What follows belongs to an exercise in optimizing a design on an open flow for small area, a short achievable clock period and few clock cycles per item; a production flow would make more cautious choices.
Function was not checked in any run shown here: the RTL went through the layout flow alone.
Power is estimated from default activity; no workload was simulated.

==> design/flow/design.v <==
`timescale 1ns / 1ps
module fa3(input x, input y, input z, output s, output c);
    assign s = x ^ y ^ z;
    assign c = (x & y) | (x & z) | (y & z);
endmodule
module ha2(input x, input y, output s, output c);
    assign s = x ^ y;
    assign c = x & y;
endmodule
`timescale 1ns / 1ps
module function_calculator(
    input clk_i,
    input rst_i,
    input [15:0] sw_i,
    input start_i,
    output busy_o,
    output reg [15:0] y_calc
 );
    wire [7:0] b_i = sw_i[7:0];
    wire [2:0] r_d = (b_i >= 8'd216) ? 3'd6 :
                     (b_i >= 8'd125) ? 3'd5 :
                     (b_i >= 8'd64)  ? 3'd4 :
                     (b_i >= 8'd27)  ? 3'd3 :
                     (b_i >= 8'd8)   ? 3'd2 :
                     (b_i >= 8'd1)   ? 3'd1 : 3'd0;
    wire [7:0] aa = sw_i[15:8];
    wire [2:0] rr = r_d;
    wire n0 = aa[1] & ~aa[0];
    wire n1 = aa[1] & aa[0];
    wire n2 = aa[2] & ~aa[1];
    wire n3 = aa[2] & aa[1];
    wire n4 = aa[3] & ~aa[2];
    wire n5 = aa[3] & aa[2];
    wire n6 = aa[4] & ~aa[3];
    wire n7 = aa[4] & aa[3];
    wire n8 = aa[5] & ~aa[4];
    wire n9 = aa[5] & aa[4];
    wire n10 = aa[6] & ~aa[5];
    wire n11 = aa[6] & aa[5];
    wire n12 = aa[7] & ~aa[6];
    wire n13 = aa[7] & aa[6];
    wire n14 = aa[0] & aa[2];
    wire n15 = aa[0] & aa[3];
    wire n16 = aa[0] & aa[4];
    wire n17 = aa[0] & aa[5];
    wire n18 = aa[0] & aa[6];
    wire n19 = aa[0] & aa[7];
    wire n20 = aa[1] & aa[3];
    wire n21 = aa[1] & aa[4];
    wire n22 = aa[1] & aa[5];
    wire n23 = aa[1] & aa[6];
    wire n24 = aa[1] & aa[7];
    wire n25 = aa[2] & aa[4];
    wire n26 = aa[2] & aa[5];
    wire n27 = aa[2] & aa[6];
    wire n28 = aa[2] & aa[7];
    wire n29 = aa[3] & aa[5];
    wire n30 = aa[3] & aa[6];
    wire n31 = aa[3] & aa[7];
    wire n32 = aa[4] & aa[6];
    wire n33 = aa[4] & aa[7];
    wire n34 = aa[5] & aa[7];
    wire n35, n36;
    ha2 un35 (.x(n5), .y(n18), .s(n35), .c(n36));
    wire n37, n38;
    fa3 un37 (.x(n6), .y(n19), .z(n23), .s(n37), .c(n38));
    wire n39, n40;
    fa3 un39 (.x(n7), .y(n24), .z(n27), .s(n39), .c(n40));
    wire n41, n42;
    ha2 un41 (.x(n8), .y(n28), .s(n41), .c(n42));
    wire n43, n44;
    ha2 un43 (.x(n9), .y(n31), .s(n43), .c(n44));
    wire n45, n46;
    ha2 un45 (.x(n3), .y(n16), .s(n45), .c(n46));
    wire n47, n48;
    fa3 un47 (.x(n4), .y(n17), .z(n21), .s(n47), .c(n48));
    wire n49, n50;
    fa3 un49 (.x(n22), .y(n25), .z(n35), .s(n49), .c(n50));
    wire n51, n52;
    fa3 un51 (.x(n26), .y(n36), .z(n37), .s(n51), .c(n52));
    wire n53, n54;
    fa3 un53 (.x(n29), .y(n38), .z(n39), .s(n53), .c(n54));
    wire n55, n56;
    fa3 un55 (.x(n30), .y(n40), .z(n41), .s(n55), .c(n56));
    wire n57, n58;
    fa3 un57 (.x(n32), .y(n42), .z(n43), .s(n57), .c(n58));
    wire n59, n60;
    fa3 un59 (.x(n10), .y(n33), .z(n44), .s(n59), .c(n60));
    wire n61, n62;
    ha2 un61 (.x(n11), .y(n34), .s(n61), .c(n62));
    wire n63, n64;
    ha2 un63 (.x(aa[0]), .y(rr[0]), .s(n63), .c(n64));
    wire n65, n66;
    ha2 un65 (.x(rr[1]), .y(n64), .s(n65), .c(n66));
    wire n67, n68;
    fa3 un67 (.x(n0), .y(rr[2]), .z(n66), .s(n67), .c(n68));
    wire n69, n70;
    fa3 un69 (.x(n1), .y(n14), .z(n68), .s(n69), .c(n70));
    wire n71 = n2 ^ n15;
    wire n72 = n2 & n15;
    wire n73 = n20 ^ n45;
    wire n74 = n20 & n45;
    wire n75 = n46 ^ n47;
    wire n76 = n46 & n47;
    wire n77 = n48 ^ n49;
    wire n78 = n48 & n49;
    wire n79 = n50 ^ n51;
    wire n80 = n50 & n51;
    wire n81 = n52 ^ n53;
    wire n82 = n52 & n53;
    wire n83 = n54 ^ n55;
    wire n84 = n54 & n55;
    wire n85 = n56 ^ n57;
    wire n86 = n56 & n57;
    wire n87 = n58 ^ n59;
    wire n88 = n58 & n59;
    wire n89 = n60 ^ n61;
    wire n90 = n60 & n61;
    wire n91 = n12 ^ n62;
    wire n92 = n12 & n62;
    wire n93 = n72 | (n71 & n70);
    wire n94 = n71 & 1'b0;
    wire n95 = n76 | (n75 & n74);
    wire n96 = n75 & n73;
    wire n97 = n80 | (n79 & n78);
    wire n98 = n79 & n77;
    wire n99 = n84 | (n83 & n82);
    wire n100 = n83 & n81;
    wire n101 = n88 | (n87 & n86);
    wire n102 = n87 & n85;
    wire n103 = n92 | (n91 & n90);
    wire n104 = n91 & n89;
    wire n105 = n95 | (n96 & n93);
    wire n106 = n96 & n94;
    wire n107 = n99 | (n100 & n97);
    wire n108 = n100 & n98;
    wire n109 = n103 | (n104 & n101);
    wire n110 = n104 & n102;
    wire n111 = n107 | (n108 & n105);
    wire n112 = n108 & n106;
    wire n113 = n109 | (n110 & n111);
    wire n114 = n110 & n112;
    wire n115 = n97 | (n98 & n105);
    wire n116 = n98 & n106;
    wire n117 = n101 | (n102 & n111);
    wire n118 = n102 & n112;
    wire n119 = n74 | (n73 & n93);
    wire n120 = n73 & n94;
    wire n121 = n78 | (n77 & n105);
    wire n122 = n77 & n106;
    wire n123 = n82 | (n81 & n115);
    wire n124 = n81 & n116;
    wire n125 = n86 | (n85 & n111);
    wire n126 = n85 & n112;
    wire n127 = n90 | (n89 & n117);
    wire n128 = n89 & n118;
    wire n129 = 1'b0 | (n13 & n113);
    wire n130 = n13 & n114;
    wire n131 = n71 ^ n70;
    wire n132 = n73 ^ n93;
    wire n133 = n75 ^ n119;
    wire n134 = n77 ^ n105;
    wire n135 = n79 ^ n121;
    wire n136 = n81 ^ n115;
    wire n137 = n83 ^ n123;
    wire n138 = n85 ^ n111;
    wire n139 = n87 ^ n125;
    wire n140 = n89 ^ n117;
    wire n141 = n91 ^ n127;
    wire n142 = n13 ^ n113;
    wire [15:0] sq = {n142, n141, n140, n139, n138, n137, n136, n135, n134, n133, n132, n131, n69, n67, n65, n63};
    always @(posedge clk_i) begin
        if (rst_i)
            y_calc <= 16'd0;
        else if (start_i)
            y_calc <= sq;
    end
    assign busy_o = 1'b0;
endmodule
==> design/flow/flow/run.sh <==
#!/bin/bash
# Standard layout, with the port buffers inserted as buf_1 cells instead of
# the resizer's default choice (clkdlybuf4s50_1, larger and slower).
set -euo pipefail
echo 'export BUFFER_PORTS_ARGS = -buffer_cell sky130_fd_sc_hd__buf_1' >> config.mk
bash standard.sh > standard.log 2>&1
==> design/flow/standard.sh <==
#!/bin/bash
# synth_recipe.tcl (not shown) runs the flow's synth.tcl, then flattens the netlist and writes it again
# the make line also repeats each setting of config.mk as NAME=value (left out here)
make -C /OpenROAD-flow-scripts/flow DESIGN_CONFIG=/design/flow/config.mk WORK_HOME=/design/flow/orfs CLKGATE_MAP_FILE= SYNTH_SCRIPT=/design/flow/synth_recipe.tcl "${@:-finish}"
==> design/flow/config.mk <==
export PLATFORM = sky130hd
export DESIGN_NAME = function_calculator
export DESIGN_NICKNAME = function_calculator
export VERILOG_FILES = /design/flow/design.v
export SDC_FILE = /design/flow/constraint.sdc
export NUM_CORES = 4
export LEC_CHECK = 0
export ABC_AREA = 0
export CAP_MARGIN = 20
export CORE_MARGIN = 2
export CORE_UTILIZATION = 40
export SLEW_MARGIN = 20
export SYNTH_HIERARCHICAL = 1
export SYNTH_MINIMUM_KEEP_SIZE = 0
export BUFFER_PORTS_ARGS = -buffer_cell sky130_fd_sc_hd__buf_1
==> design/flow/constraint.sdc <==
create_clock -name core_clock -period 5.0 [get_ports {clk_i}]
set_input_delay 1.0000 -clock core_clock [delete_from_list [all_inputs] [get_ports {clk_i}]]
set_output_delay 1.0000 -clock core_clock [all_outputs]
set_load 0.01 [all_outputs]
==> results of run 1 <==
[per-module statistics from Yosys, one instance, submodules excluded]
module / flops+latches / times used
function_calculator: 16 / 1
fa3: 0 / 11
ha2: 0 / 7
[worst min-delay path by stage]
stage | slack [ns] | end
after floorplan | 0.50 | y_calc[4]$_SDFFE_PP0P_
after global placement | 0.47 | y_calc[4]$_SDFFE_PP0P_
after detailed placement | 0.47 | y_calc[4]$_SDFFE_PP0P_
after CTS | 0.48 | y_calc[4]$_SDFFE_PP0P_
after global routing | 0.51 | y_calc[4]$_SDFFE_PP0P_
final | 0.47 | y_calc[4]$_SDFFE_PP0P_
[through the flow]
stage	hold slack, ns	instances	setup WS, ns
floorplan	0.497	182	0.881
global placement	0.472	261	0.595
detailed placement	0.469	261	0.499
CTS	0.478	265	0.750
global route	0.509	265	0.492
finish	0.474	265	0.779
[worst reg2reg max path: stages, from the launching register on]
cell and delay (ns):
sky130_fd_sc_hd__dfxtp_1 0.31, sky130_fd_sc_hd__nor3b_1 0.13, sky130_fd_sc_hd__a211o_1 0.28
[metal layers]
metal | global-route usage | wire (um) | share of wire | up-vias
li1 | - | - | - | 672
met2 | 0.237 | 1320 | 0.42 | 23
met1 | 0.231 | 1660 | 0.53 | 577
met5 | 0 | 0 | 0 | -
met3 | 0.0114 | 122 | 0.039 | 2
met4 | 0.0375 | 21 | 0.0067 | 0
[cell families after synthesis]
family                   synth area share
multiplexers                       0.0541
buffers and inverters              0.0496
adder cells (fa/ha/maj)             0.338
other                             0.00225
AO/OA/AOI/OAI                       0.115
XOR/XNOR                           0.0316
AND/OR/NAND/NOR                     0.217
flip-flops                          0.192
[layout make-up]
class | instances | area, sq um
tap | 50 | 62.6
clock buffer | 4 | 55.1
fill | 403 | 2130
timing repair buffer | 35 | 135
sequential | 16 | 320
multi-input combinational | 150 | 1260
inverter | 10 | 37.5
[power groups by stage]
| stage | logic [mW] | clock network (mW) | registers (mW) |
|---|---|---|---|
| 4_1_cts | 0.187 | 0.116 | 0.151 |
| 6_report | 0.184 | 0.114 | 0.151 |
| 2_1_floorplan | 0.129 | 0 | 0.161 |
| 5_1_grt | 0.215 | 0.120 | 0.153 |
| 3_5_place_dp | 0.186 | 0 | 0.154 |
| 3_3_place_gp | 0.185 | 0 | 0.154 |
[cells in the final DEF, fill, tap and decap left out, drive strengths merged]
master / instances
maj3: 1
fa: 17
xnor2: 5
nand2: 13
conb: 1
buf: 35
nand4: 1
ha: 17
mux2i: 9
a21oi: 8
o21ai: 5
nand2b: 3
o2111a: 1
o211ai: 2
nor3b: 1
a211oi: 6
dfxtp: 16
or2: 1
and2: 25
inv: 10
a31oi: 3
nor2b: 6
xor2: 1
a211o: 2
clkbuf: 4
nor2: 21
a21o: 1
==> run summary, run 1 <==
- Run status: timing/DRC/antenna clean
- Path category of the worst min-delay check: reg -> reg
- Gpl congestion: 0.817
- Mean instance size in the synthesized netlist: 9.14 sq um
- Highest clock frequency the design can meet: 237 MHz
- Starting density of the core: 0.416
- Initial antenna violation count: 0
- Area of placed instances: 1820 sq um
- Top-Level Pins: 36
- Total wire length after detailed routing: 3130 um
- Data arrival time of the worst path: 4.37 ns
- Post-synthesis cell type with the largest combined area: sky130_fd_sc_hd__fa_1
- Top cells by instance count after synthesis: sky130_fd_sc_hd__and2_1 (25), sky130_fd_sc_hd__nor2_1 (21), sky130_fd_sc_hd__fa_1 (17), sky130_fd_sc_hd__ha_1 (17), sky130_fd_sc_hd__dfxtp_1 (16)
- Clock network latency to the later pin of the worst-skew pair: 0.24 ns
- Part of the power in the clock network: 0.254
- Clock transition at the registers of the reported paths: 0.06 ns
- Number of unique standard cell types used by synthesis: 33
- Via Count: 1274
- RSZ-0062 raised after global routing: no
- Nature of the critical path endpoint: flip-flop
- Shortest clock period the worst path allows after layout: 4.22 ns
- Seq pwr share: 0.337
- Synth async-reset ratio: 0
- LEAKAGE: 0.824 nW
- Die span in y: 68.5 um
- Gr ovfl total: 0
- Post-synth EDFFs: 0
- Fraction of final layout cells sized beyond drive strength 1: 0.0372
- Num rows: 23
- Num CTS Buffers: 3
- Critical Path Start: sw_i[3]
- Cell count after synthesis: 182
- CP Buf/Inv Count: 2
- Antenna cell count: 0
- Start point of the worst hold path: y_calc[4]$_SDFFE_PP0P_
- Number of buffers on the longest clock path: 2
- GR Util All Layers: 0.153
- Worst-case headroom to the max-slew limit: 0.495
- Period utilisation layout: 0.844
- # H-tree levels: 1
- Number of nets in the synthesized netlist: 235
- Startpoint of the lowest-slack register-to-register path: y_calc[15]$_SDFFE_PP0P_
- Number of global-route vias before repair: 1208
- Final total power: 0.449 mW
- Cell family with the largest share of critical-path delay: adder cells
- Mapped cell area: 1660 sq um
- Number of hold violations in the final report: 0
- Clock Skews: 0 ns
- Area enclosed by the die boundary: 4690 sq um
- Power Density: 240 nW/um^2
- Cell type with the highest occurrence count on the critical path: sky130_fd_sc_hd__fa_1
- Most frequent cell after synthesis: sky130_fd_sc_hd__and2_1
- CTS sink count: 16
- Top cells by area, synth: sky130_fd_sc_hd__fa_1 (20%), sky130_fd_sc_hd__dfxtp_1 (19%), sky130_fd_sc_hd__ha_1 (13%)
- Largest registers: y_calc x16
- Critical Path Source Type: input port
- Number of cells upsized or downsized after cts: 0
- Largest stage delay on the critical path: 0.41 ns
- Critical path type: in -> reg
- Critical path fanouts, max: 5
- Count of input and output buffers: 34
- Final HPWL DP: 2600 um
- Mean routed wirelength per cell: 11.8 um
- Post CTS Setup Buffer Count: 0
- Global-route wire length before repair: 5550 um
- Relative contribution of combinational cells to total power: 0.409
- Share of synthesized area occupied by flip-flops and latches: 0.192
- Final standard cell area without fillers: 1870 sq um
- Number of DRC violations after detailed routing: 0
- Largest net degree at the start of global routing: 25
- Internal power: 0.294 mW
- Logic depth of the worst path, buffers included: 19
- Cell Chain, Critical Path: buf_1, xor2_1, nor2_1, o21ai_0, nand2_1, ha_1, ha_1, fa_1, fa_1, inv_1, fa_1, nand2b_1, a21o_2, nand2_1, o21ai_1, nand2_1, fa_1, xnor2_1, a211oi_1
- Die Wd: 68.5 um
- Net Sw Frac: 0.345
- Yosys Warn Count: 7
- Average via count per standard cell: 4.81
- Sw power: 0.155 mW
- Area overhead of the layout relative to synthesis: 12.5%
- Number of flip-flops in the largest register: 16
- Data required time of the critical path: 5.15 ns
- Number of cells on the worst hold path: 2
- Transition at the pin with the smallest max-transition slack: 0.758 ns
- Logic depth of the worst register-to-register path: 2
- Register bank with the most flops: y_calc
- Critical Path Slowest Stage Cell: sky130_fd_sc_hd__fa_1
- Crit Reg-Reg Endpoint: y_calc[15]$_SDFFE_PP0P_
- Clock root buffer: sky130_fd_sc_hd__clkbuf_8
- Final sum of negative setup slack: 0 ns
- Post-synth top flop: sky130_fd_sc_hd__dfxtp_1
- First-pass DRT Iterations: 4
- Area share of the largest cell type after synthesis: 0.205
- Clock tree from TritonCTS: built
- Fin nets: 269
- Area of the core: 4000 sq um
- Peak ir drop on the vdd network: 0.0000850 V
- Setup Viol. Count Final: 0
- Post-layout util: 0.468
- Flip-flop and latch count after synthesis: 16
- Count of final max-slew check failures: 0
- Drt first-iter violations: 52
- Number of nets with antenna violations after detailed routing: 0
- CTS hold repair buffers: 0
- CP endpoint: y_calc[14]$_SDFFE_PP0P_
- FF-to-FF setup slack: 4.17 ns
- Number of max-cap violations: 0
==> run 2, diff against run 1 <==
--- a/design/flow/design.v
+++ b/design/flow/design.v
@@ -16,3 +16,3 @@
     output busy_o,
-    output reg [15:0] y_calc
+    output [15:0] y_calc
  );
@@ -25,4 +25,13 @@
                      (b_i >= 8'd1)   ? 3'd1 : 3'd0;
-    wire [7:0] aa = sw_i[15:8];
-    wire [2:0] rr = r_d;
+    reg [7:0] aa;
+    reg [2:0] rr;
+    always @(posedge clk_i) begin
+        if (rst_i) begin
+            aa <= 8'd0;
+            rr <= 3'd0;
+        end else if (start_i) begin
+            aa <= sw_i[15:8];
+            rr <= r_d;
+        end
+    end
     wire n0 = aa[1] & ~aa[0];
@@ -132,47 +141,48 @@
     wire n104 = n91 & n89;
-    wire n105 = n95 | (n96 & n93);
-    wire n106 = n96 & n94;
-    wire n107 = n99 | (n100 & n97);
-    wire n108 = n100 & n98;
-    wire n109 = n103 | (n104 & n101);
-    wire n110 = n104 & n102;
-    wire n111 = n107 | (n108 & n105);
-    wire n112 = n108 & n106;
-    wire n113 = n109 | (n110 & n111);
-    wire n114 = n110 & n112;
-    wire n115 = n97 | (n98 & n105);
-    wire n116 = n98 & n106;
-    wire n117 = n101 | (n102 & n111);
-    wire n118 = n102 & n112;
-    wire n119 = n74 | (n73 & n93);
-    wire n120 = n73 & n94;
-    wire n121 = n78 | (n77 & n105);
-    wire n122 = n77 & n106;
-    wire n123 = n82 | (n81 & n115);
-    wire n124 = n81 & n116;
-    wire n125 = n86 | (n85 & n111);
-    wire n126 = n85 & n112;
-    wire n127 = n90 | (n89 & n117);
-    wire n128 = n89 & n118;
-    wire n129 = 1'b0 | (n13 & n113);
-    wire n130 = n13 & n114;
-    wire n131 = n71 ^ n70;
-    wire n132 = n73 ^ n93;
-    wire n133 = n75 ^ n119;
-    wire n134 = n77 ^ n105;
-    wire n135 = n79 ^ n121;
-    wire n136 = n81 ^ n115;
-    wire n137 = n83 ^ n123;
-    wire n138 = n85 ^ n111;
-    wire n139 = n87 ^ n125;
-    wire n140 = n89 ^ n117;
-    wire n141 = n91 ^ n127;
-    wire n142 = n13 ^ n113;
-    wire [15:0] sq = {n142, n141, n140, n139, n138, n137, n136, n135, n134, n133, n132, n131, n69, n67, n65, n63};
-    always @(posedge clk_i) begin
-        if (rst_i)
-            y_calc <= 16'd0;
-        else if (start_i)
-            y_calc <= sq;
-    end
+    wire n105 = n74 | (n73 & n93);
+    wire n106 = n73 & n94;
+    wire n107 = n95 | (n96 & n93);
+    wire n108 = n96 & n94;
+    wire n109 = n82 | (n81 & n97);
+    wire n110 = n81 & n98;
+    wire n111 = n99 | (n100 & n97);
+    wire n112 = n100 & n98;
+    wire n113 = n90 | (n89 & n101);
+    wire n114 = n89 & n102;
+    wire n115 = n103 | (n104 & n101);
+    wire n116 = n104 & n102;
+    wire n117 = n78 | (n77 & n107);
+    wire n118 = n77 & n108;
+    wire n119 = n97 | (n98 & n107);
+    wire n120 = n98 & n108;
+    wire n121 = n109 | (n110 & n107);
+    wire n122 = n110 & n108;
+    wire n123 = n111 | (n112 & n107);
+    wire n124 = n112 & n108;
+    wire n125 = 1'b0 | (n13 & n115);
+    wire n126 = n13 & n116;
+    wire n127 = n86 | (n85 & n123);
+    wire n128 = n85 & n124;
+    wire n129 = n101 | (n102 & n123);
+    wire n130 = n102 & n124;
+    wire n131 = n113 | (n114 & n123);
+    wire n132 = n114 & n124;
+    wire n133 = n115 | (n116 & n123);
+    wire n134 = n116 & n124;
+    wire n135 = n125 | (n126 & n123);
+    wire n136 = n126 & n124;
+    wire n137 = n71 ^ n70;
+    wire n138 = n73 ^ n93;
+    wire n139 = n75 ^ n105;
+    wire n140 = n77 ^ n107;
+    wire n141 = n79 ^ n117;
+    wire n142 = n81 ^ n119;
+    wire n143 = n83 ^ n121;
+    wire n144 = n85 ^ n123;
+    wire n145 = n87 ^ n127;
+    wire n146 = n89 ^ n129;
+    wire n147 = n91 ^ n131;
+    wire n148 = n13 ^ n133;
+    wire [15:0] sq = {n148, n147, n146, n145, n144, n143, n142, n141, n140, n139, n138, n137, n69, n67, n65, n63};
+    assign y_calc = sq;
     assign busy_o = 1'b0;
==> run 2 against run 1 <==
Effect of this change:
- largest cell class unchanged
- via count shrank 8.5%
- setup slack got worse by 0.32 ns
- count of clock-buffer cells in the layout stayed put
- flip-flop and latch count shrank 5
- cell area is 10% lower
- combinational power down 62%
==> run summary, run 2 <==
- Clock transition at the registers of the reported paths: 0.05 ns (about the same)
- Nature of the critical path endpoint: primary output
- Die Wd: 67.0 um (-2.3%)
- Number of DRC violations after detailed routing: 0 (unchanged)
- Count of final max-slew check failures: 0 (unchanged)
- Count of input and output buffers: 34 (unchanged)
- Largest stage delay on the critical path: 0.43 ns (+0.02 ns)
- Area of placed instances: 1640 sq um (-9.9%)
- Power Density: 153 nW/um^2 (-36%)
- Cell Chain, Critical Path: ha_1, ha_1, fa_1, fa_1, inv_1, fa_1, nand2b_1, a21o_2, nand2_1, a21oi_1, o21bai_1, fa_1, xor2_1, buf_1
- # H-tree levels: 1 (unchanged)
- GR Util All Layers: 0.139 (-0.0144)
- CTS sink count: 11 (-5)
- Number of hold violations in the final report: 0 (unchanged)
- Peak ir drop on the vdd network: 0.000141 V (+66%)
- Highest-count cells in the layout ignoring fill and taps: sky130_fd_sc_hd__buf_1 (34), sky130_fd_sc_hd__and2_1 (26), sky130_fd_sc_hd__ha_1 (17)
- Die span in y: 67.0 um (-2.3%)
- Top cells by instance count after synthesis: sky130_fd_sc_hd__and2_1 (26), sky130_fd_sc_hd__buf_4 (17), sky130_fd_sc_hd__ha_1 (17), sky130_fd_sc_hd__nor2_1 (16), sky130_fd_sc_hd__fa_1 (15)
- Critical Path Slowest Stage Cell: sky130_fd_sc_hd__fa_1
- Top cells by area, synth: sky130_fd_sc_hd__fa_1 (19%), sky130_fd_sc_hd__dfxtp_1 (14%), sky130_fd_sc_hd__ha_1 (13%)
- Number of nets with antenna violations after detailed routing: 0 (unchanged)
- Number of unique standard cell types used by synthesis: 32 (-3.0%)
- Number of flip-flops in the largest register: 8 (-8)
- Via Count: 1166 (-8.5%)
- Run status: timing/DRC/antenna clean
- Area overhead of the layout relative to synthesis: 6.08%
- Logic depth of the worst path, buffers included: 14 (-5)
- Path category of the worst min-delay check: reg -> reg
- RSZ-0062 raised after global routing: no
- CP Buf/Inv Count: 2 (unchanged)
- Share of synthesized area occupied by flip-flops and latches: 0.139 (-0.0536)
- Gpl congestion: 0.701 (-14%)
- LEAKAGE: 0.816 nW (-0.94%)
- PnR worst setup slack: 0.463 ns (-0.316 ns)
- FF-to-FF setup slack: 4.21 ns (+0.04 ns)
- Transition at the pin with the smallest max-transition slack: 0.774 ns (+0.0161 ns)
- Most frequent cell after synthesis: sky130_fd_sc_hd__and2_1
- Number of buffers on the longest clock path: 2 (unchanged)
- Largest net degree at the start of global routing: 15 (-40%)
- Drt first-iter violations: 27 (-48%)
- Register bank with the most flops: aa
- Fin nets: 248 (-7.8%)
- CTS hold repair buffers: 0 (unchanged)
- Final std cells w/o fill: 244 (-7.9%)
- Number of max-cap violations: 0 (unchanged)
- Yosys Warn Count: 7 (unchanged)
- Largest registers: aa x8, rr x3
- Fraction of final layout cells sized beyond drive strength 1: 0.0459 (+0.00871)
- Placement Setup Slack: 0.677 ns (+0.178 ns)
- Mean instance size in the synthesized netlist: 8.96 sq um (-2.0%)
- Post-layout util: 0.449 (-0.0187)
- Cell count after synthesis: 177 (-2.7%)
- Cell type with the highest occurrence count on the critical path: sky130_fd_sc_hd__fa_1
- Starting density of the core: 0.423 (+0.00745)
- Most common library cell in the layout ignoring fill and taps: sky130_fd_sc_hd__buf_1
- Period utilisation layout: 0.907 (+0.0632)
- Final HPWL DP: 2180 um (-16%)
- Cell family with the largest share of critical-path delay: adder cells
- Area of the core: 3740 sq um (-6.4%)
- Critical path fanouts, max: 10 (+5)
- Data arrival time of the worst path: 3.54 ns (-0.83 ns)
- Setup Viol. Count Final: 0 (unchanged)
- Post-synth EDFFs: 0 (unchanged)
- Shortest clock period the worst path allows after layout: 4.54 ns (+0.316 ns)
- First-pass DRT Iterations: 4 (unchanged)
- Critical Path Source Type: flip-flop
- Number of global-route vias before repair: 1176 (-2.6%)
- Mapped cell area: 1590 sq um (-4.7%)
- Mean routed wirelength per cell: 10.8 um (-8.7%)
- Worst-case headroom to the max-slew limit: 0.484 (-0.0107)
- Clock Skews: 0 ns (unchanged)
- Critical path type: reg -> out
- Clock tree from TritonCTS: built
- Data required time of the critical path: 4.00 ns (-1.15 ns)
- Startpoint of the lowest-slack register-to-register path: aa[2]$_SDFFE_PP0P_
- CP endpoint: y_calc[12]
- Initial antenna violation count: 0 (unchanged)
- Final sum of negative setup slack: 0 ns (unchanged)
- Post CTS Setup Buffer Count: 0 (unchanged)
- Clock network latency to the later pin of the worst-skew pair: 0.23 ns (about the same)
- Gr ovfl total: 0 (unchanged)
- Worst Hold Slack: 0.488 ns (+0.0135 ns)
- Crit Reg-Reg Endpoint: aa[2]$_SDFFE_PP0P_
- Antenna cell count: 0 (unchanged)
- Clock root buffer: sky130_fd_sc_hd__clkbuf_8
- Num rows: 22 (-4.3%)
- Dpl cells: 240 (-8.0%)
- Final total power: 0.258 mW (-43%)
- Highest clock frequency the design can meet: 220 MHz (-7.0%)
- Global-route wire length before repair: 4880 um (-12%)
- Num CTS Buffers: 3 (unchanged)
- Average via count per standard cell: 4.78 (-0.60%)
- Number of cells upsized or downsized after cts: 0 (unchanged)
- Logic depth of the worst register-to-register path: 2 (unchanged)
- Final standard cell area without fillers: 1680 sq um (-10%)
- Area share of the largest cell type after synthesis: 0.189 (-0.0151)
- Synth async-reset ratio: 0 (unchanged)
- Number of nets in the synthesized netlist: 228 (-3.0%)
- Total wire length after detailed routing: 2630 um (-16%)
- Critical Path Start: aa[0]$_SDFFE_PP0P_
- Post-synth top flop: sky130_fd_sc_hd__dfxtp_1
- Area enclosed by the die boundary: 4480 sq um (-4.5%)
- Top-Level Pins: 36 (unchanged)
- Flip-flop and latch count after synthesis: 11 (-5)
- Post-synthesis cell type with the largest combined area: sky130_fd_sc_hd__fa_1
-- run 2: changes by cell type in the layout (fill, tap and decap cells not counted), moves of 3 or more --
cell,delta
sky130_fd_sc_hd__nand2_1,-6
sky130_fd_sc_hd__a211oi_1,-5
sky130_fd_sc_hd__dfxtp_1,-5
sky130_fd_sc_hd__nor2_1,-5
sky130_fd_sc_hd__xor2_1,+3
-- run 2: per-module statistics from Yosys, one instance, submodules excluded --
module               times used  cells  cell area [sq um]
fa3                          11      1               20.0
ha2                           7      1               12.5
function_calculator           1    159               1280
-- run 2: power by group --
part           internal, mW  switching (mW)
clock                0.0557          0.0298
combinational        0.0311          0.0382
sequential           0.0935         0.00943
-- run 2: cell families (layout without fill, tap and decap cells) --
logic type      count (synthesis)  count (layout)  share of synthesized area
compound gates                 24              24                      0.112
flops                          11              11                      0.139
mux                             8               8                     0.0505
buf+inv                        31              50                      0.114
simple gates                   60              60                      0.200
other cells                     1               1                    0.00237
fa+ha+maj                      34              34                      0.337
xor+xnor                        8               8                     0.0442
-- run 2: how the worst min path moves through the flow --
stage                             from                  to  slack [ns]  depth (start not counted)
CTS                 rr[0]$_SDFFE_PP0P_  rr[0]$_SDFFE_PP0P_        0.49                          2
global placement    rr[0]$_SDFFE_PP0P_  rr[0]$_SDFFE_PP0P_        0.48                          2
detailed placement  rr[0]$_SDFFE_PP0P_  rr[0]$_SDFFE_PP0P_        0.48                          2
floorplan           rr[1]$_SDFFE_PP0P_  rr[1]$_SDFFE_PP0P_        0.45                          2
global route        rr[0]$_SDFFE_PP0P_  rr[0]$_SDFFE_PP0P_        0.52                          2
finish              rr[0]$_SDFFE_PP0P_  rr[0]$_SDFFE_PP0P_        0.49                          2
-- run 2: final cells by class --
class	count	area (sq um)
Clock buffer	4	45.0
Tap cell	48	60.1
Timing Repair Buffer	34	128
Multi-Input combinational cell	135	1180
Inverter	12	45.0
Sequential cell	11	220
Fill cell	425	2060
-- run 2: tightest hold or removal path: cells and delay by family (launching register included) --
family	cells	cell delay [ns]
flops	1	0.32
simple gates	1	0.07
compound gates	1	0.05
-- run 2: metal layers --
metal  routed length [um]  global-route usage  part of all wire
met1                 1270               0.183              0.48
met2                 1240               0.243              0.47
met3                   99              0.0152             0.038
met4                   18              0.0306            0.0068
met5                    0                   0                 0
==> run 3, diff against run 2 <==
--- a/design/flow/config.mk
+++ b/design/flow/config.mk
@@ -7,3 +7,3 @@
 export LEC_CHECK = 0
-export ABC_AREA = 0
+export ABC_AREA = 1
 export CAP_MARGIN = 20
==> run 3 against run 2 <==
Effect of this change:
- still clean on timing, DRC and antenna
- via count increased by 19%
- critical path depth decreased by 2
- synthesized cell count increased by 44%
- core utilization decreased by 1.6 points
- clock power decreased by 1%
- area after synthesis increased by 5.8%
- worst hold slack got worse by 0.0092 ns
- count of clock-buffer cells in the layout unchanged
- die area increased by 5.4%
- sequential power about the same
- clock skew unchanged
- global-route usage decreased by 0.081 points
- largest power group unchanged
==> run summary, run 3 <==
- Die Wd: 68.7 um (+2.7%)
- Number of buffers on the longest clock path: 2 (unchanged)
- Most frequent cell after synthesis: sky130_fd_sc_hd__nand2_1
- Share of synthesized area occupied by flip-flops and latches: 0.131 (-0.00757)
- LEAKAGE: 1.12 nW (+37%)
- Number of flip-flops in the largest register: 8 (unchanged)
- Largest stage delay on the critical path: 0.47 ns (+0.04 ns)
- Count of input and output buffers: 34 (unchanged)
- Cell type with the highest occurrence count on the critical path: sky130_fd_sc_hd__fa_1
- Number of fillers in the final layout: 470 (+11%)
- Top-Level Pins: 36 (unchanged)
- Highest clock frequency the design can meet: 235 MHz (+6.7%)
- Post-synth top flop: sky130_fd_sc_hd__dfxtp_1
- Area overhead of the layout relative to synthesis: 4.18%
- Top cells by area, synth: sky130_fd_sc_hd__fa_1 (18%), sky130_fd_sc_hd__nand2_1 (16%), sky130_fd_sc_hd__dfxtp_1 (13%)
- Area occupied by registers: 220 sq um (unchanged)
- Largest net degree at the start of global routing: 17 (+2)
- Top cells by instance count after synthesis: sky130_fd_sc_hd__nand2_1 (72), sky130_fd_sc_hd__inv_1 (57), sky130_fd_sc_hd__buf_4 (18), sky130_fd_sc_hd__nor2_1 (18), sky130_fd_sc_hd__ha_1 (17)
- Area of the core: 4030 sq um (+7.6%)
- Final total power: 0.283 mW (+9.8%)
- Number of max-cap violations: 0 (unchanged)
- Register bank with the most flops: aa
- Total wire length after detailed routing: 2800 um (+6.5%)
- Initial antenna violation count: 0 (unchanged)
- Part of the power in the clock network: 0.298 (-0.034)
- GR Util All Layers: 0.138 (-0.000810)
- Area share of the largest cell type after synthesis: 0.179 (-0.0103)
- Number of nets in the synthesized netlist: 306 (+34%)
- Relative contribution of combinational cells to total power: 0.327 (+0.058)
- Mean instance size in the synthesized netlist: 6.57 sq um (-27%)
- Clock transition at the registers of the reported paths: 0.05 ns (about the same)
- Post-synthesis cell type with the largest combined area: sky130_fd_sc_hd__fa_1
- Internal power: 0.187 mW (+3.5%)
- Post-synth EDFFs: 0 (unchanged)
- Most common library cell in the layout ignoring fill and taps: sky130_fd_sc_hd__nand2_1
- Drt first-iter violations: 40 (+48%)
- Yosys Warn Count: 7 (unchanged)
- Power Density: 162 nW/um^2 (+5.7%)
- Critical Path Source Type: flip-flop
- Cell Chain, Critical Path: inv_1, nor2_1, fa_1, fa_1, ha_1, nand2_1, nand2_1, a21oi_2, nand2_2, fa_1, xor2_1, buf_1
- Cell count after synthesis: 255 (+44%)
- Clock Skews: 0 ns (unchanged)
- RSZ-0062 raised after global routing: no
- Sw power: 0.0964 mW (+25%)
- Run status: timing/DRC/antenna clean
- Highest-count cells in the layout ignoring fill and taps: sky130_fd_sc_hd__nand2_1 (72), sky130_fd_sc_hd__inv_1 (57), sky130_fd_sc_hd__buf_1 (34)
- Gpl congestion: 0.802 (+14%)
- Peak ir drop on the vdd network: 0.0000895 V (-37%)
- Number of unique standard cell types used by synthesis: 21 (-34%)
- Number of nets with antenna violations after detailed routing: 0 (unchanged)
- CTS sink count: 11 (unchanged)
- Net Sw Frac: 0.341 (+0.0403)
- Largest registers: aa x8, rr x3
- Fraction of final layout cells sized beyond drive strength 1: 0.0225 (-0.0234)
- CP Buf/Inv Count: 2 (unchanged)
- Area enclosed by the die boundary: 4730 sq um (+5.4%)
- Num CTS Buffers: 3 (unchanged)
- Area of the multi-input gates: 1080 sq um (-9.0%)
- CTS hold repair buffers: 0 (unchanged)
- Period utilisation layout: 0.851 (-0.0569)
- Gr ovfl total: 0 (unchanged)
- # H-tree levels: 1 (unchanged)
- Clock root buffer: sky130_fd_sc_hd__clkbuf_8
- Data required time of the critical path: 4.00 ns (about the same)
- Num rows: 23 (+4.5%)
- Path category of the worst min-delay check: reg -> reg
- Shortest clock period the worst path allows after layout: 4.25 ns (-0.285 ns)
- Number of global-route vias before repair: 1359 (+16%)
- Flip-flop and latch count after synthesis: 11 (unchanged)
- Final sum of negative setup slack: 0 ns (unchanged)
- Nature of the critical path endpoint: primary output
- Antenna cell count: 0 (unchanged)
- Average via count per standard cell: 4.37 (-8.6%)
- Global-route wire length before repair: 5220 um (+7.1%)
- Starting density of the core: 0.416 (-0.00731)
- Critical Path Slowest Stage Cell: sky130_fd_sc_hd__dfxtp_1
- Critical path fanouts, max: 9 (-1)
- Mean routed wirelength per cell: 8.84 um (-18%)
- Number of cells upsized or downsized after cts: 0 (unchanged)
- Synth async-reset ratio: 0 (unchanged)
- Post CTS Setup Buffer Count: 0 (unchanged)
- Number of DRC violations after detailed routing: 0 (unchanged)
- Number of hold violations in the final report: 0 (unchanged)
- First-pass DRT Iterations: 4 (unchanged)
- Via Count: 1384 (+19%)
- Post-layout util: 0.434 (-0.0157)
- Critical path type: reg -> out
- Mapped cell area: 1680 sq um (+5.8%)
- Final HPWL DP: 2410 um (+11%)
- Setup Viol. Count Final: 0 (unchanged)
- Clock network latency to the later pin of the worst-skew pair: 0.23 ns (about the same)
- Cell family with the largest share of critical-path delay: adder cells
- Clock tree from TritonCTS: built
- Seq pwr share: 0.374 (-0.025)
- Die span in y: 68.7 um (+2.7%)
- Count of final max-slew check failures: 0 (unchanged)
- Data arrival time of the worst path: 3.25 ns (-0.29 ns)
- Fin nets: 319 (+29%)
- Worst Hold Slack: 0.479 ns (-0.00925 ns)
run 3: cell count changes after synthesis, moves of 5 or more:
cell	delta
sky130_fd_sc_hd__a21oi_1	+5
sky130_fd_sc_hd__and2_1	-26
sky130_fd_sc_hd__clkbuf_1	+7
sky130_fd_sc_hd__inv_1	+45
sky130_fd_sc_hd__mux2i_1	-8
sky130_fd_sc_hd__nand2_1	+65
sky130_fd_sc_hd__nand2b_1	-5
sky130_fd_sc_hd__nor2b_1	-6
sky130_fd_sc_hd__o21ai_0	+8
run 3: cells by family after synthesis:
family	count (synthesis)	share of synthesized area
flops	11	0.131
simple gates	97	0.227
other cells	1	0.00224
xor+xnor	4	0.0209
buf+inv	83	0.226
compound gates	27	0.0866
fa+ha+maj	32	0.306
run 3: per-module statistics from Yosys (local to each module, per instance):
| module | cells inside | times used | cell area (sq um) |
|---|---|---|---|
| ha2 | 1 | 7 | 12.5 |
| fa3 | 1 | 11 | 20.0 |
| function_calculator | 237 | 1 | 1370 |
run 3: stage by stage:
stage               instances  instance area (sq um)  worst slack, ns
CTS                       317                   1750            0.712
global placement          313                   1700            0.975
finish                    317                   1750            0.747
floorplan                 255                   1680             1.08
global route              317                   1750            0.512
detailed placement        313                   1700            0.964
run 3: power groups by stage:
stage                     logic [mW]  clock network [mW]  registers, mW
final                         0.0926              0.0844          0.106
after global routing           0.112              0.0896          0.108
after CTS                     0.0950              0.0874          0.106
after detailed placement      0.0942                   0          0.108
after global placement        0.0945                   0          0.107
after floorplan               0.0986                   0         0.0975
run 3: cell type report:
type                       instances  area share
clock buffer                       4      0.0258
inverter                          57       0.122
multi-input combinational        161       0.617
sequential                        11       0.126
tap                               50      0.0358
timing repair buffer              34      0.0731
run 3: worst paths after layout:
kind | slack, ns | from | end | cells after the start
min reg2reg | 0.48 | rr[0]$_SDFFE_PP0P_ | rr[0]$_SDFFE_PP0P_ | 2
max reg2reg | 4.19 | aa[6]$_SDFFE_PP0P_ | aa[6]$_SDFFE_PP0P_ | 2
max | 0.75 | aa[4]$_SDFFE_PP0P_ | y_calc[12] | 12
min | 0.48 | rr[0]$_SDFFE_PP0P_ | rr[0]$_SDFFE_PP0P_ | 2
run 3: metal layers:
metal	vias to the layer above	routed length, um	track usage
li1	756	-	-
met3	4	88	0.00487
met2	24	1250	0.251
met4	0	35	0.0368
met1	600	1430	0.178
met5	-	0	0
run 3: worst reg2reg max path, cell delays in order (launching register included):
cell	delay [ns]
sky130_fd_sc_hd__dfxtp_1	0.51
sky130_fd_sc_hd__inv_1	0.10
sky130_fd_sc_hd__a21oi_1	0.14
==> run 4, diff against run 3 <==
--- a/design/flow/design.v
+++ b/design/flow/design.v
@@ -16,3 +16,3 @@
     output busy_o,
-    output [15:0] y_calc
+    output reg [15:0] y_calc
  );
@@ -25,13 +25,4 @@
                      (b_i >= 8'd1)   ? 3'd1 : 3'd0;
-    reg [7:0] aa;
-    reg [2:0] rr;
-    always @(posedge clk_i) begin
-        if (rst_i) begin
-            aa <= 8'd0;
-            rr <= 3'd0;
-        end else if (start_i) begin
-            aa <= sw_i[15:8];
-            rr <= r_d;
-        end
-    end
+    wire [7:0] aa = sw_i[15:8];
+    wire [2:0] rr = r_d;
     wire n0 = aa[1] & ~aa[0];
@@ -186,3 +177,8 @@
     wire [15:0] sq = {n148, n147, n146, n145, n144, n143, n142, n141, n140, n139, n138, n137, n69, n67, n65, n63};
-    assign y_calc = sq;
+    always @(posedge clk_i) begin
+        if (rst_i)
+            y_calc <= 16'd0;
+        else if (start_i)
+            y_calc <= sq;
+    end
     assign busy_o = 1'b0;
--- a/design/flow/config.mk
+++ b/design/flow/config.mk
@@ -7,3 +7,3 @@
 export LEC_CHECK = 0
-export ABC_AREA = 1
+export ABC_AREA = 0
 export CAP_MARGIN = 20
==> run 4 against run 3 <==
Effect of this change:
- area after synthesis is 0.45% lower
- clock power grew about 10%
- critical path depth rose by 7
- highest routed layer unchanged
==> run summary, run 4 <==
- Run status: timing/DRC/antenna clean
- Gpl congestion: 0.804 (+0.21%)
- Initial antenna violation count: 0 (unchanged)
- Clock tree from TritonCTS: built
- Sum of routed wire segments on met1: 1690 um (+18%)
- Data arrival time of the worst path: 4.73 ns (+1.48 ns)
- # H-tree levels: 1 (unchanged)
- Sw power: 0.147 mW (+53%)
- RSZ-0062 raised after global routing: no
- Critical path fanouts, max: 4 (-5)
- Worst-case headroom to the max-slew limit: 0.411
- Worst Hold Slack: 0.477 ns (-0.00157 ns)
- Die span in y: 68.6 um (-0.21%)
- Number of cells on the worst hold path: 2 (unchanged)
- Register bank with the most flops: y_calc
- Largest stage delay on the critical path: 0.42 ns (-0.05 ns)
- Mapped cell area: 1670 sq um (-0.45%)
- Most common library cell in the layout ignoring fill and taps: sky130_fd_sc_hd__buf_1
- GR Util All Layers: 0.150 (+0.0116)
- Logic depth of the worst path, buffers included: 19 (+7)
- Net Sw Frac: 0.346 (+0.00491)
- Cell Chain, Critical Path: buf_1, inv_1, maj3_1, o21ai_1, a221oi_1, a21o_1, ha_1, ha_1, fa_1, fa_1, inv_1, fa_1, nand2b_1, a21o_1, a21oi_1, a21o_1, fa_1, xnor2_1, a211oi_2
- Area of placed instances: 1840 sq um (+8.0%)
- Placement Setup Slack: 0.0999 ns (-0.864 ns)
- Period utilisation layout: 0.927 (+0.0763)
- PnR worst setup slack: 0.366 ns (-0.382 ns)
- Num CTS Buffers: 3 (unchanged)
- Fraction of final layout cells sized beyond drive strength 1: 0.0367 (+0.0142)
- Number of nets with antenna violations after detailed routing: 0 (unchanged)
- Transition at the pin with the smallest max-transition slack: 0.883 ns
- Final standard cell area without fillers: 1880 sq um (+7.9%)
- Fin nets: 271 (-15%)
- Mean routed wirelength per cell: 12.0 um (+36%)
- Clock transition at the registers of the reported paths: 0.06 ns (about the same)
- Highest layer used for signal routing: met4
- Number of hold violations in the final report: 0 (unchanged)
- Final HPWL DP: 2630 um (+8.9%)
- Setup Viol. Count Final: 0 (unchanged)
- Part of the power in the clock network: 0.218 (-0.080)
- Area of the core: 4000 sq um (-0.71%)
- Post-synthesis cell type with the largest combined area: sky130_fd_sc_hd__dfxtp_1
- Highest clock frequency the design can meet: 216 MHz (-8.2%)
- Die Wd: 68.6 um (-0.21%)
- Number of max-cap violations: 0 (unchanged)
- Most frequent cell after synthesis: sky130_fd_sc_hd__and2_1
- Cell type with the highest occurrence count on the critical path: sky130_fd_sc_hd__fa_1
- Flip-flop and latch count after synthesis: 16 (+5)
- Cell family with the largest share of critical-path delay: adder cells
- Startpoint of the lowest-slack register-to-register path: y_calc[14]$_SDFFE_PP0P_
- Share of synthesized area occupied by flip-flops and latches: 0.192 (+0.0606)
- Area overhead of the layout relative to synthesis: 12.9%
- Highest-count cells in the layout ignoring fill and taps: sky130_fd_sc_hd__buf_1 (34), sky130_fd_sc_hd__and2_1 (25), sky130_fd_sc_hd__nor2_1 (18)
- Largest registers: y_calc x16
- Starting density of the core: 0.417 (+0.00112)
- Average via count per standard cell: 4.97 (+14%)
- Critical path type: in -> reg
- Internal power: 0.279 mW (+49%)
- Final sum of negative setup slack: 0 ns (unchanged)
- Number of flip-flops in the largest register: 16 (+8)
- Relative contribution of combinational cells to total power: 0.427 (+0.100)
- Area share of the largest cell type after synthesis: 0.192 (+0.0128)
- Post-layout util: 0.471 (+0.0375)
- Post-synth EDFFs: 0 (unchanged)
- Via Count: 1333 (-3.7%)
- Yosys Warn Count: 7 (unchanged)
- Post-synth top flop: sky130_fd_sc_hd__dfxtp_1
- Top cells by instance count after synthesis: sky130_fd_sc_hd__and2_1 (25), sky130_fd_sc_hd__nor2_1 (18), sky130_fd_sc_hd__ha_1 (17), sky130_fd_sc_hd__dfxtp_1 (16), sky130_fd_sc_hd__fa_1 (15)
- Logic depth of the worst register-to-register path: 2 (unchanged)
- Seq pwr share: 0.355 (-0.019)
- CTS sink count: 16 (+5)
- Num rows: 23 (unchanged)
- Top-Level Pins: 36 (unchanged)
- Cell count after synthesis: 186 (-27%)
- Critical Path Source Type: input port
- Area enclosed by the die boundary: 4710 sq um (-0.42%)
- Clock Skews: 0 ns (unchanged)
- Number of unique standard cell types used by synthesis: 40 (+90%)
- Mean instance size in the synthesized netlist: 8.97 sq um (+36%)
- Path category of the worst min-delay check: reg -> reg
- First-pass DRT Iterations: 4 (unchanged)
- Shortest clock period the worst path allows after layout: 4.63 ns (+0.382 ns)
- Critical Path Slowest Stage Cell: sky130_fd_sc_hd__fa_1
- Critical Path Start: sw_i[3]
- Data required time of the critical path: 5.09 ns (+1.09 ns)
- Antenna cell count: 0 (unchanged)
- Power Density: 226 nW/um^2 (+39%)
- Clock network latency to the later pin of the worst-skew pair: 0.24 ns (about the same)
- Count of final max-slew check failures: 0 (unchanged)
- Top cells by area, synth: sky130_fd_sc_hd__dfxtp_1 (19%), sky130_fd_sc_hd__fa_1 (18%), sky130_fd_sc_hd__ha_1 (13%)
- Count of input and output buffers: 34 (unchanged)
- Number of global-route vias before repair: 1186 (-13%)
- Met3 routed wirelength: 93 um (+5.7%)
- Number of DRC violations after detailed routing: 0 (unchanged)
- Peak ir drop on the vdd network: 0.0000717 V (-20%)
- Clock root buffer: sky130_fd_sc_hd__clkbuf_8
- Drt first-iter violations: 37 (-7.5%)
- Nature of the critical path endpoint: flip-flop
- Number of buffers on the longest clock path: 2 (unchanged)
- Synth async-reset ratio: 0 (unchanged)
- Largest net degree at the start of global routing: 28 (+11)
- Gr ovfl total: 0 (unchanged)
- Global-route wire length before repair: 5380 um (+2.9%)
- LEAKAGE: 0.847 nW (-24%)
- Total wire length after detailed routing: 3220 um (+15%)
- Amount of wire on met2 after detailed routing: 1420 um (+14%)
- Number of nets in the synthesized netlist: 237 (-23%)
- CP Buf/Inv Count: 3 (+1)
- FF-to-FF setup slack: 4.09 ns (-0.10 ns)
- Start point of the worst hold path: y_calc[7]$_SDFFE_PP0P_
==> run 4: changes by cell type after synthesis, sizes merged, moves of 7 or more <==
cell and change:
a21oi -7, buf -15, mux2i +7, and2 +25, o21ai -7, inv -50, nand2 -63
==> run 4: timing repair <==
action                     CTS  global route
gates resized for setup      0             1
hold buffers                 0             0
setup endpoints to repair    0             1
buffers inserted             0             0
==> run 4: final cells by class <==
| class | instances | area (sq um) |
|---|---|---|
| clock buffers | 3 | 41.3 |
| repair buffers | 35 | 135 |
| well taps | 50 | 62.6 |
| flip-flops and latches | 16 | 320 |
| multi-input cells | 157 | 1300 |
| inverters | 7 | 26.3 |
| fillers | 428 | 2120 |
==> run 4: metal layers <==
layer,vias up,GRT usage
met4,0,0.0450
met5,-,0
met2,26,0.242
met3,2,0.00974
met1,600,0.213
li1,705,-
==> run 4: worst min-delay path, cell delays in order, from the launching register on <==
cell                       delay (ns)
sky130_fd_sc_hd__dfxtp_1         0.31
sky130_fd_sc_hd__nor2_1          0.08
sky130_fd_sc_hd__a211oi_1        0.04
==> run 4: cell families after synthesis <==
family                   synth area share
AO/OA/AOI/OAI                       0.121
XOR/XNOR                           0.0210
adder cells (fa/ha/maj)             0.319
buffers and inverters              0.0330
flip-flops                          0.192
multiplexers                       0.0420
other                             0.00225
AND/OR/NAND/NOR                     0.269
==> run 4: worst paths after layout <==
| kind | endpoint |
|---|---|
| setup / recovery | y_calc[12]$_SDFFE_PP0P_ |
| hold reg to reg | y_calc[7]$_SDFFE_PP0P_ |
| hold / removal | y_calc[7]$_SDFFE_PP0P_ |
| setup reg to reg | y_calc[14]$_SDFFE_PP0P_ |
==> run 4: per-stage QoR <==
stage	std cells	total power, mW
final	268	0.426
after global routing	268	0.469
after CTS	268	0.433
after detailed placement	265	0.338
after global placement	265	0.338
after floorplan	186	0.288
==> run 4: power by group through the flow <==
| stage | Combinational [mW] | Sequential, mW | Clock [mW] |
|---|---|---|---|
| floorplan | 0.127 | 0.161 | 0 |
| global placement | 0.184 | 0.154 | 0 |
| detailed placement | 0.184 | 0.154 | 0 |
| CTS | 0.185 | 0.152 | 0.0968 |
| global route | 0.213 | 0.153 | 0.103 |
| finish | 0.182 | 0.151 | 0.0929 |
==> run 4: modules after synthesis (local to each module, per instance) <==
| module | times used | cells | flops+latches |
|---|---|---|---|
| function_calculator | 1 | 168 | 16 |
| fa3 | 11 | 1 | 0 |
| ha2 | 7 | 1 | 0 |
==> run 5, diff against run 4 <==
--- a/design/flow/design.v
+++ b/design/flow/design.v
@@ -16,3 +16,3 @@
     output busy_o,
-    output reg [15:0] y_calc
+    output [15:0] y_calc
  );
@@ -25,4 +25,13 @@
                      (b_i >= 8'd1)   ? 3'd1 : 3'd0;
-    wire [7:0] aa = sw_i[15:8];
-    wire [2:0] rr = r_d;
+    reg [7:0] aa;
+    reg [2:0] rr;
+    always @(posedge clk_i) begin
+        if (rst_i) begin
+            aa <= 8'd0;
+            rr <= 3'd0;
+        end else if (start_i) begin
+            aa <= sw_i[15:8];
+            rr <= r_d;
+        end
+    end
     wire n0 = aa[1] & ~aa[0];
@@ -98,6 +107,6 @@
     fa3 un69 (.x(n1), .y(n14), .z(n68), .s(n69), .c(n70));
-    wire n71 = n2 ^ n15;
-    wire n72 = n2 & n15;
-    wire n73 = n20 ^ n45;
-    wire n74 = n20 & n45;
+    wire n71, n72;
+    fa3 un71 (.x(n2), .y(n15), .z(n70), .s(n71), .c(n72));
+    wire n73, n74;
+    fa3 un73 (.x(n20), .y(n45), .z(n72), .s(n73), .c(n74));
     wire n75 = n46 ^ n47;
@@ -120,65 +129,48 @@
     wire n92 = n12 & n62;
-    wire n93 = n72 | (n71 & n70);
-    wire n94 = n71 & 1'b0;
-    wire n95 = n76 | (n75 & n74);
-    wire n96 = n75 & n73;
-    wire n97 = n80 | (n79 & n78);
-    wire n98 = n79 & n77;
-    wire n99 = n84 | (n83 & n82);
-    wire n100 = n83 & n81;
-    wire n101 = n88 | (n87 & n86);
-    wire n102 = n87 & n85;
-    wire n103 = n92 | (n91 & n90);
-    wire n104 = n91 & n89;
-    wire n105 = n74 | (n73 & n93);
-    wire n106 = n73 & n94;
-    wire n107 = n95 | (n96 & n93);
-    wire n108 = n96 & n94;
-    wire n109 = n82 | (n81 & n97);
-    wire n110 = n81 & n98;
-    wire n111 = n99 | (n100 & n97);
-    wire n112 = n100 & n98;
-    wire n113 = n90 | (n89 & n101);
-    wire n114 = n89 & n102;
-    wire n115 = n103 | (n104 & n101);
-    wire n116 = n104 & n102;
-    wire n117 = n78 | (n77 & n107);
-    wire n118 = n77 & n108;
-    wire n119 = n97 | (n98 & n107);
-    wire n120 = n98 & n108;
-    wire n121 = n109 | (n110 & n107);
-    wire n122 = n110 & n108;
-    wire n123 = n111 | (n112 & n107);
-    wire n124 = n112 & n108;
-    wire n125 = 1'b0 | (n13 & n115);
-    wire n126 = n13 & n116;
-    wire n127 = n86 | (n85 & n123);
-    wire n128 = n85 & n124;
-    wire n129 = n101 | (n102 & n123);
-    wire n130 = n102 & n124;
-    wire n131 = n113 | (n114 & n123);
-    wire n132 = n114 & n124;
-    wire n133 = n115 | (n116 & n123);
-    wire n134 = n116 & n124;
-    wire n135 = n125 | (n126 & n123);
-    wire n136 = n126 & n124;
-    wire n137 = n71 ^ n70;
-    wire n138 = n73 ^ n93;
-    wire n139 = n75 ^ n105;
-    wire n140 = n77 ^ n107;
-    wire n141 = n79 ^ n117;
-    wire n142 = n81 ^ n119;
-    wire n143 = n83 ^ n121;
-    wire n144 = n85 ^ n123;
-    wire n145 = n87 ^ n127;
-    wire n146 = n89 ^ n129;
-    wire n147 = n91 ^ n131;
-    wire n148 = n13 ^ n133;
-    wire [15:0] sq = {n148, n147, n146, n145, n144, n143, n142, n141, n140, n139, n138, n137, n69, n67, n65, n63};
-    always @(posedge clk_i) begin
-        if (rst_i)
-            y_calc <= 16'd0;
-        else if (start_i)
-            y_calc <= sq;
-    end
+    wire n93 = n76 | (n75 & n74);
+    wire n94 = n75 & 1'b0;
+    wire n95 = n80 | (n79 & n78);
+    wire n96 = n79 & n77;
+    wire n97 = n84 | (n83 & n82);
+    wire n98 = n83 & n81;
+    wire n99 = n88 | (n87 & n86);
+    wire n100 = n87 & n85;
+    wire n101 = n92 | (n91 & n90);
+    wire n102 = n91 & n89;
+    wire n103 = n78 | (n77 & n93);
+    wire n104 = n77 & n94;
+    wire n105 = n95 | (n96 & n93);
+    wire n106 = n96 & n94;
+    wire n107 = n86 | (n85 & n97);
+    wire n108 = n85 & n98;
+    wire n109 = n99 | (n100 & n97);
+    wire n110 = n100 & n98;
+    wire n111 = 1'b0 | (n13 & n101);
+    wire n112 = n13 & n102;
+    wire n113 = n82 | (n81 & n105);
+    wire n114 = n81 & n106;
+    wire n115 = n97 | (n98 & n105);
+    wire n116 = n98 & n106;
+    wire n117 = n107 | (n108 & n105);
+    wire n118 = n108 & n106;
+    wire n119 = n109 | (n110 & n105);
+    wire n120 = n110 & n106;
+    wire n121 = n90 | (n89 & n119);
+    wire n122 = n89 & n120;
+    wire n123 = n101 | (n102 & n119);
+    wire n124 = n102 & n120;
+    wire n125 = n111 | (n112 & n119);
+    wire n126 = n112 & n120;
+    wire n127 = n75 ^ n74;
+    wire n128 = n77 ^ n93;
+    wire n129 = n79 ^ n103;
+    wire n130 = n81 ^ n105;
+    wire n131 = n83 ^ n113;
+    wire n132 = n85 ^ n115;
+    wire n133 = n87 ^ n117;
+    wire n134 = n89 ^ n119;
+    wire n135 = n91 ^ n121;
+    wire n136 = n13 ^ n123;
+    wire [15:0] sq = {n136, n135, n134, n133, n132, n131, n130, n129, n128, n127, n73, n71, n69, n67, n65, n63};
+    assign y_calc = sq;
     assign busy_o = 1'b0;
==> run 5 against run 4 <==
Effect of this change:
- non-clock buffer count increased by 5
- count of clock-buffer cells in the layout increased by 1
- flip-flop and latch count decreased by 5
- global-route usage decreased by 1.7 points
- synthesized cell count decreased by 9.1%
- critical path depth decreased by 7
- largest cell class unchanged
- still clean on timing, DRC and antenna
- first-iteration DRC count decreased by 62%
- highest routed layer unchanged
- core utilization decreased by 0.16 points
- clock power decreased by 7.3%
- wire length decreased by 13%
- combinational power decreased by 58%
==> run summary, run 5 <==
- Post-synth EDFFs: 0 (unchanged)
- Largest registers: aa x8, rr x3
- Area enclosed by the die boundary: 4400 sq um (-6.4%)
- Area of the core: 3690 sq um (-7.8%)
- Flip-flop and latch count after synthesis: 11 (-5)
- Cell family with the largest share of critical-path delay: adder cells
- Fraction of final layout cells sized beyond drive strength 1: 0.124 (+0.0870)
- Largest stage delay on the critical path: 0.53 ns (+0.11 ns)
- Synth async-reset ratio: 0 (unchanged)
- LEAKAGE: 0.826 nW (-2.4%)
- Highest-count cells in the layout ignoring fill and taps: sky130_fd_sc_hd__buf_1 (32), sky130_fd_sc_hd__and2_1 (28), sky130_fd_sc_hd__nor2_1 (14)
- CP Buf/Inv Count: 1 (-2)
- Shortest clock period the worst path allows after layout: 4.85 ns (+0.219 ns)
- Register bank with the most flops: aa
- Drt first-iter violations: 14 (-62%)
- Final total power: 0.263 mW (-38%)
- Post-synthesis cell type with the largest combined area: sky130_fd_sc_hd__fa_1
- Final HPWL DP: 2350 um (-11%)
- Number of max-cap violations: 0 (unchanged)
- Mapped cell area: 1560 sq um (-6.8%)
- Starting density of the core: 0.422 (+0.00438)
- Crit Reg-Reg Endpoint: rr[0]$_SDFFE_PP0P_
- Critical path type: reg -> out
- Number of fillers in the final layout: 383 (-11%)
- Number of global-route vias before repair: 1143 (-3.6%)
- Mean instance size in the synthesized netlist: 9.20 sq um (+2.6%)
- Antenna cell count: 0 (unchanged)
- Final sum of negative setup slack: 0 ns (unchanged)
- Worst-case headroom to the max-slew limit: 0.446 (+0.0346)
- Number of hold violations in the final report: 0 (unchanged)
- Area occupied by registers: 221 sq um (-31%)
- Transition at the pin with the smallest max-transition slack: 0.831 ns (-0.0519 ns)
- Number of buffers on the longest clock path: 2 (unchanged)
- Most common library cell in the layout ignoring fill and taps: sky130_fd_sc_hd__buf_1
- Fin nets: 246 (-9.2%)
- GR Util All Layers: 0.132 (-0.0173)
- Yosys Warn Count: 7 (unchanged)
- Top cells by instance count after synthesis: sky130_fd_sc_hd__and2_1 (28), sky130_fd_sc_hd__buf_4 (17), sky130_fd_sc_hd__fa_1 (17), sky130_fd_sc_hd__ha_1 (15), sky130_fd_sc_hd__nor2_1 (14)
- Clock network latency to the later pin of the worst-skew pair: 0.23 ns (about the same)
- Area of the multi-input gates: 1190 sq um (-8.7%)
- Setup Viol. Count Final: 0 (unchanged)
- Cell type with the highest occurrence count on the critical path: sky130_fd_sc_hd__fa_2
- Number of DRC violations after detailed routing: 0 (unchanged)
- Most frequent cell after synthesis: sky130_fd_sc_hd__and2_1
- Initial antenna violation count: 0 (unchanged)
- Clock root buffer: sky130_fd_sc_hd__clkbuf_8
- Logic depth of the worst register-to-register path: 3 (+1)
- Post-layout util: 0.469 (-0.00160)
- Data required time of the critical path: 4.00 ns (-1.09 ns)
- Number of flip-flops in the largest register: 8 (-8)
- Top-Level Pins: 36 (unchanged)
- Total wire length after detailed routing: 2810 um (-13%)
- Top cells by area, synth: sky130_fd_sc_hd__fa_1 (22%), sky130_fd_sc_hd__dfxtp_1 (14%), sky130_fd_sc_hd__ha_1 (12%)
- Average via count per standard cell: 4.82 (-3.1%)
- Largest net degree at the start of global routing: 15 (-46%)
- Clock Skews: 0 ns (unchanged)
- Critical Path Slowest Stage Cell: sky130_fd_sc_hd__fa_2
- Global-route wire length before repair: 4620 um (-14%)
- Clock tree from TritonCTS: built
- Data arrival time of the worst path: 3.85 ns (-0.88 ns)
- Highest clock frequency the design can meet: 206 MHz (-4.5%)
- Critical Path Start: rr[0]$_SDFFE_PP0P_
- Cell count after synthesis: 169 (-9.1%)
- Via Count: 1166 (-13%)
- Num rows: 22 (-4.3%)
- CTS sink count: 11 (-5)
- CP endpoint: y_calc[13]
- Power Density: 152 nW/um^2 (-33%)
- Count of input and output buffers: 34 (unchanged)
- Die span in y: 66.4 um (-3.3%)
- Dpl cells: 236 (-11%)
- Clock transition at the registers of the reported paths: 0.05 ns (about the same)
- Gr ovfl total: 0 (unchanged)
- Startpoint of the lowest-slack register-to-register path: rr[0]$_SDFFE_PP0P_
- Area share of the largest cell type after synthesis: 0.219 (+0.0269)
- # H-tree levels: 1 (unchanged)
- Nature of the critical path endpoint: primary output
- Period utilisation layout: 0.971 (+0.0438)
- Count of final max-slew check failures: 0 (unchanged)
- Num CTS Buffers: 3 (unchanged)
- Peak ir drop on the vdd network: 0.000155 V (+120%)
- Final std cells w/o fill: 242 (-9.7%)
- Run status: timing/DRC/antenna clean
- Number of unique standard cell types used by synthesis: 32 (-20%)
- Number of nets with antenna violations after detailed routing: 0 (unchanged)
- First-pass DRT Iterations: 4 (unchanged)
- Gpl congestion: 0.764 (-5.0%)
- Share of synthesized area occupied by flip-flops and latches: 0.142 (-0.0503)
- Logic depth of the worst path, buffers included: 12 (-7)
- Mean routed wirelength per cell: 11.6 um (-3.4%)
- Area overhead of the layout relative to synthesis: 11.3%
- Path category of the worst min-delay check: reg -> reg
- Post-synth top flop: sky130_fd_sc_hd__dfxtp_1
- FF-to-FF setup slack: 4.09 ns (about the same)
- Number of nets in the synthesized netlist: 220 (-7.2%)
- Die Wd: 66.4 um (-3.3%)
- Critical path fanouts, max: 2 (-2)
- Cell Chain, Critical Path: ha_2, ha_2, fa_2, fa_2, fa_2, fa_2, fa_2, a211oi_2, o211ai_1, o21a_1, fa_2, buf_6
- Critical Path Source Type: flip-flop
-- run 5: cell types whose count changed in the layout (fill, tap and decap cells not counted), sizes merged, moves of 2 or more --
cell | before | now
ha | 17 | 15
xor2 | 0 | 3
fa | 15 | 17
nand2 | 10 | 3
dfxtp | 16 | 11
nor3b | 3 | 0
nor2 | 18 | 14
nor3 | 3 | 1
inv | 7 | 10
nand2b | 6 | 0
buf | 35 | 40
a21o | 7 | 1
and2 | 25 | 28
-- run 5: worst register-to-register path: cells and delay by family (launching register included) --
| kind | cells | cell delay (ns) |
|---|---|---|
| compound gates | 2 | 0.34 |
| buf+inv | 1 | 0.13 |
| flops | 1 | 0.32 |
-- run 5: per-stage QoR --
step / instance area (sq um) / hold slack (ns) / setup WS [ns]
CTS: 1720 / 0.479 / -0.00847
global placement: 1640 / 0.461 / -0.111
detailed placement: 1640 / 0.467 / -0.166
finish: 1730 / 0.478 / 0.146
global route: 1730 / 0.501 / -0.00108
floorplan: 1560 / 0.443 / 0.0647
-- run 5: layout make-up --
class | count | share of cell area
clock buffer | 4 | 0.0260
inverter | 10 | 0.0217
multi-input combinational | 129 | 0.685
sequential | 11 | 0.128
tap | 48 | 0.0347
timing repair buffer | 40 | 0.105
-- run 5: worst min-delay path by stage --
stage | from | depth (start not counted) | end | slack [ns]
after floorplan | rr[1]$_SDFFE_PP0P_ | 2 | rr[1]$_SDFFE_PP0P_ | 0.44
after detailed placement | rr[1]$_SDFFE_PP0P_ | 2 | rr[1]$_SDFFE_PP0P_ | 0.47
after global placement | rr[1]$_SDFFE_PP0P_ | 2 | rr[1]$_SDFFE_PP0P_ | 0.46
after global routing | rr[1]$_SDFFE_PP0P_ | 2 | rr[1]$_SDFFE_PP0P_ | 0.50
final | rr[1]$_SDFFE_PP0P_ | 2 | rr[1]$_SDFFE_PP0P_ | 0.48
after CTS | rr[1]$_SDFFE_PP0P_ | 2 | rr[1]$_SDFFE_PP0P_ | 0.48
-- run 5: report_power, final --
group / switching [mW] / internal [mW]
logic: 0.0417 / 0.0342
registers: 0.00754 / 0.0936
clock network: 0.0304 / 0.0557
-- run 5: routing by layer --
layer  vias up  part of all wire  track usage
li1        599                 -            -
met1       546              0.45        0.164
met2        19              0.51        0.240
met3         2             0.031       0.0187
met4         0            0.0064       0.0306
met5         -                 0            0
-- run 5: kinds of logic (layout without fill, tap and decap cells) --
kind of cell | count (synthesis) | in the layout | share of synthesized area
adders and majority gates | 34 | 34 | 0.352
other | 1 | 1 | 0.00241
buffers and inverters | 29 | 54 | 0.112
muxes | 9 | 9 | 0.0587
xor gates and xnor gates | 6 | 6 | 0.0338
and+or+nand+nor | 56 | 56 | 0.200
DFF | 11 | 11 | 0.142
AOI/OAI and AO/OA | 23 | 23 | 0.0998
-- run 5: repair_timing --
action | 4_1_cts | 5_1_grt
endpoints found under the setup margin | 5 | 3
hold buffers | 0 | 0
setup buffers | 2 | 0
pin swaps | 5 | 5
gates resized for setup | 8 | 6
-- run 5: modules after synthesis (local to each module, per instance) --
| module | flip-flops and latches | area [sq um] | copies in the design |
|---|---|---|---|
| fa3 | 0 | 20.0 | 13 |
| ha2 | 0 | 12.5 | 7 |
| function_calculator | 11 | 1210 | 1 |

[static timing again, ports no longer ideal]
The results above use ideal ports. As a check the final layouts listed here were re-extracted and re-timed, cells and wires unchanged.
Step 1, drivers: a clkbuf_16 drives clk_i and a buf_2 each remaining input, both assumed.
Step 2 moves the port delays by t, midway between the first and last clock arrival at a register: inputs arrive t later, outputs are due t later. That takes back most of the time a late clock gives input paths.
Three values: ideal ports, drivers, drivers and shift; two values: the first two.
run	t (ns)	slack for setup (ns)	worst register clock-pin slew, ns
run 1	0.267	0.779 / 0.781 / 0.515	0.07 / 0.07
run 2	0.252	0.463 / 0.441 / 0.692	0.05 / 0.05
run 3	0.248	0.747 / 0.726 / 0.974	0.05 / 0.05
run 4	0.264	0.366 / 0.364 / 0.101	0.06 / 0.06
run 5	0.251	0.146 / 0.125 / 0.376	0.05 / 0.05
After both steps every run listed still meets setup and hold. The setup slack of run 4, which loses most, moves by -0.002 ns with the drivers and by -0.265 ns with both steps.
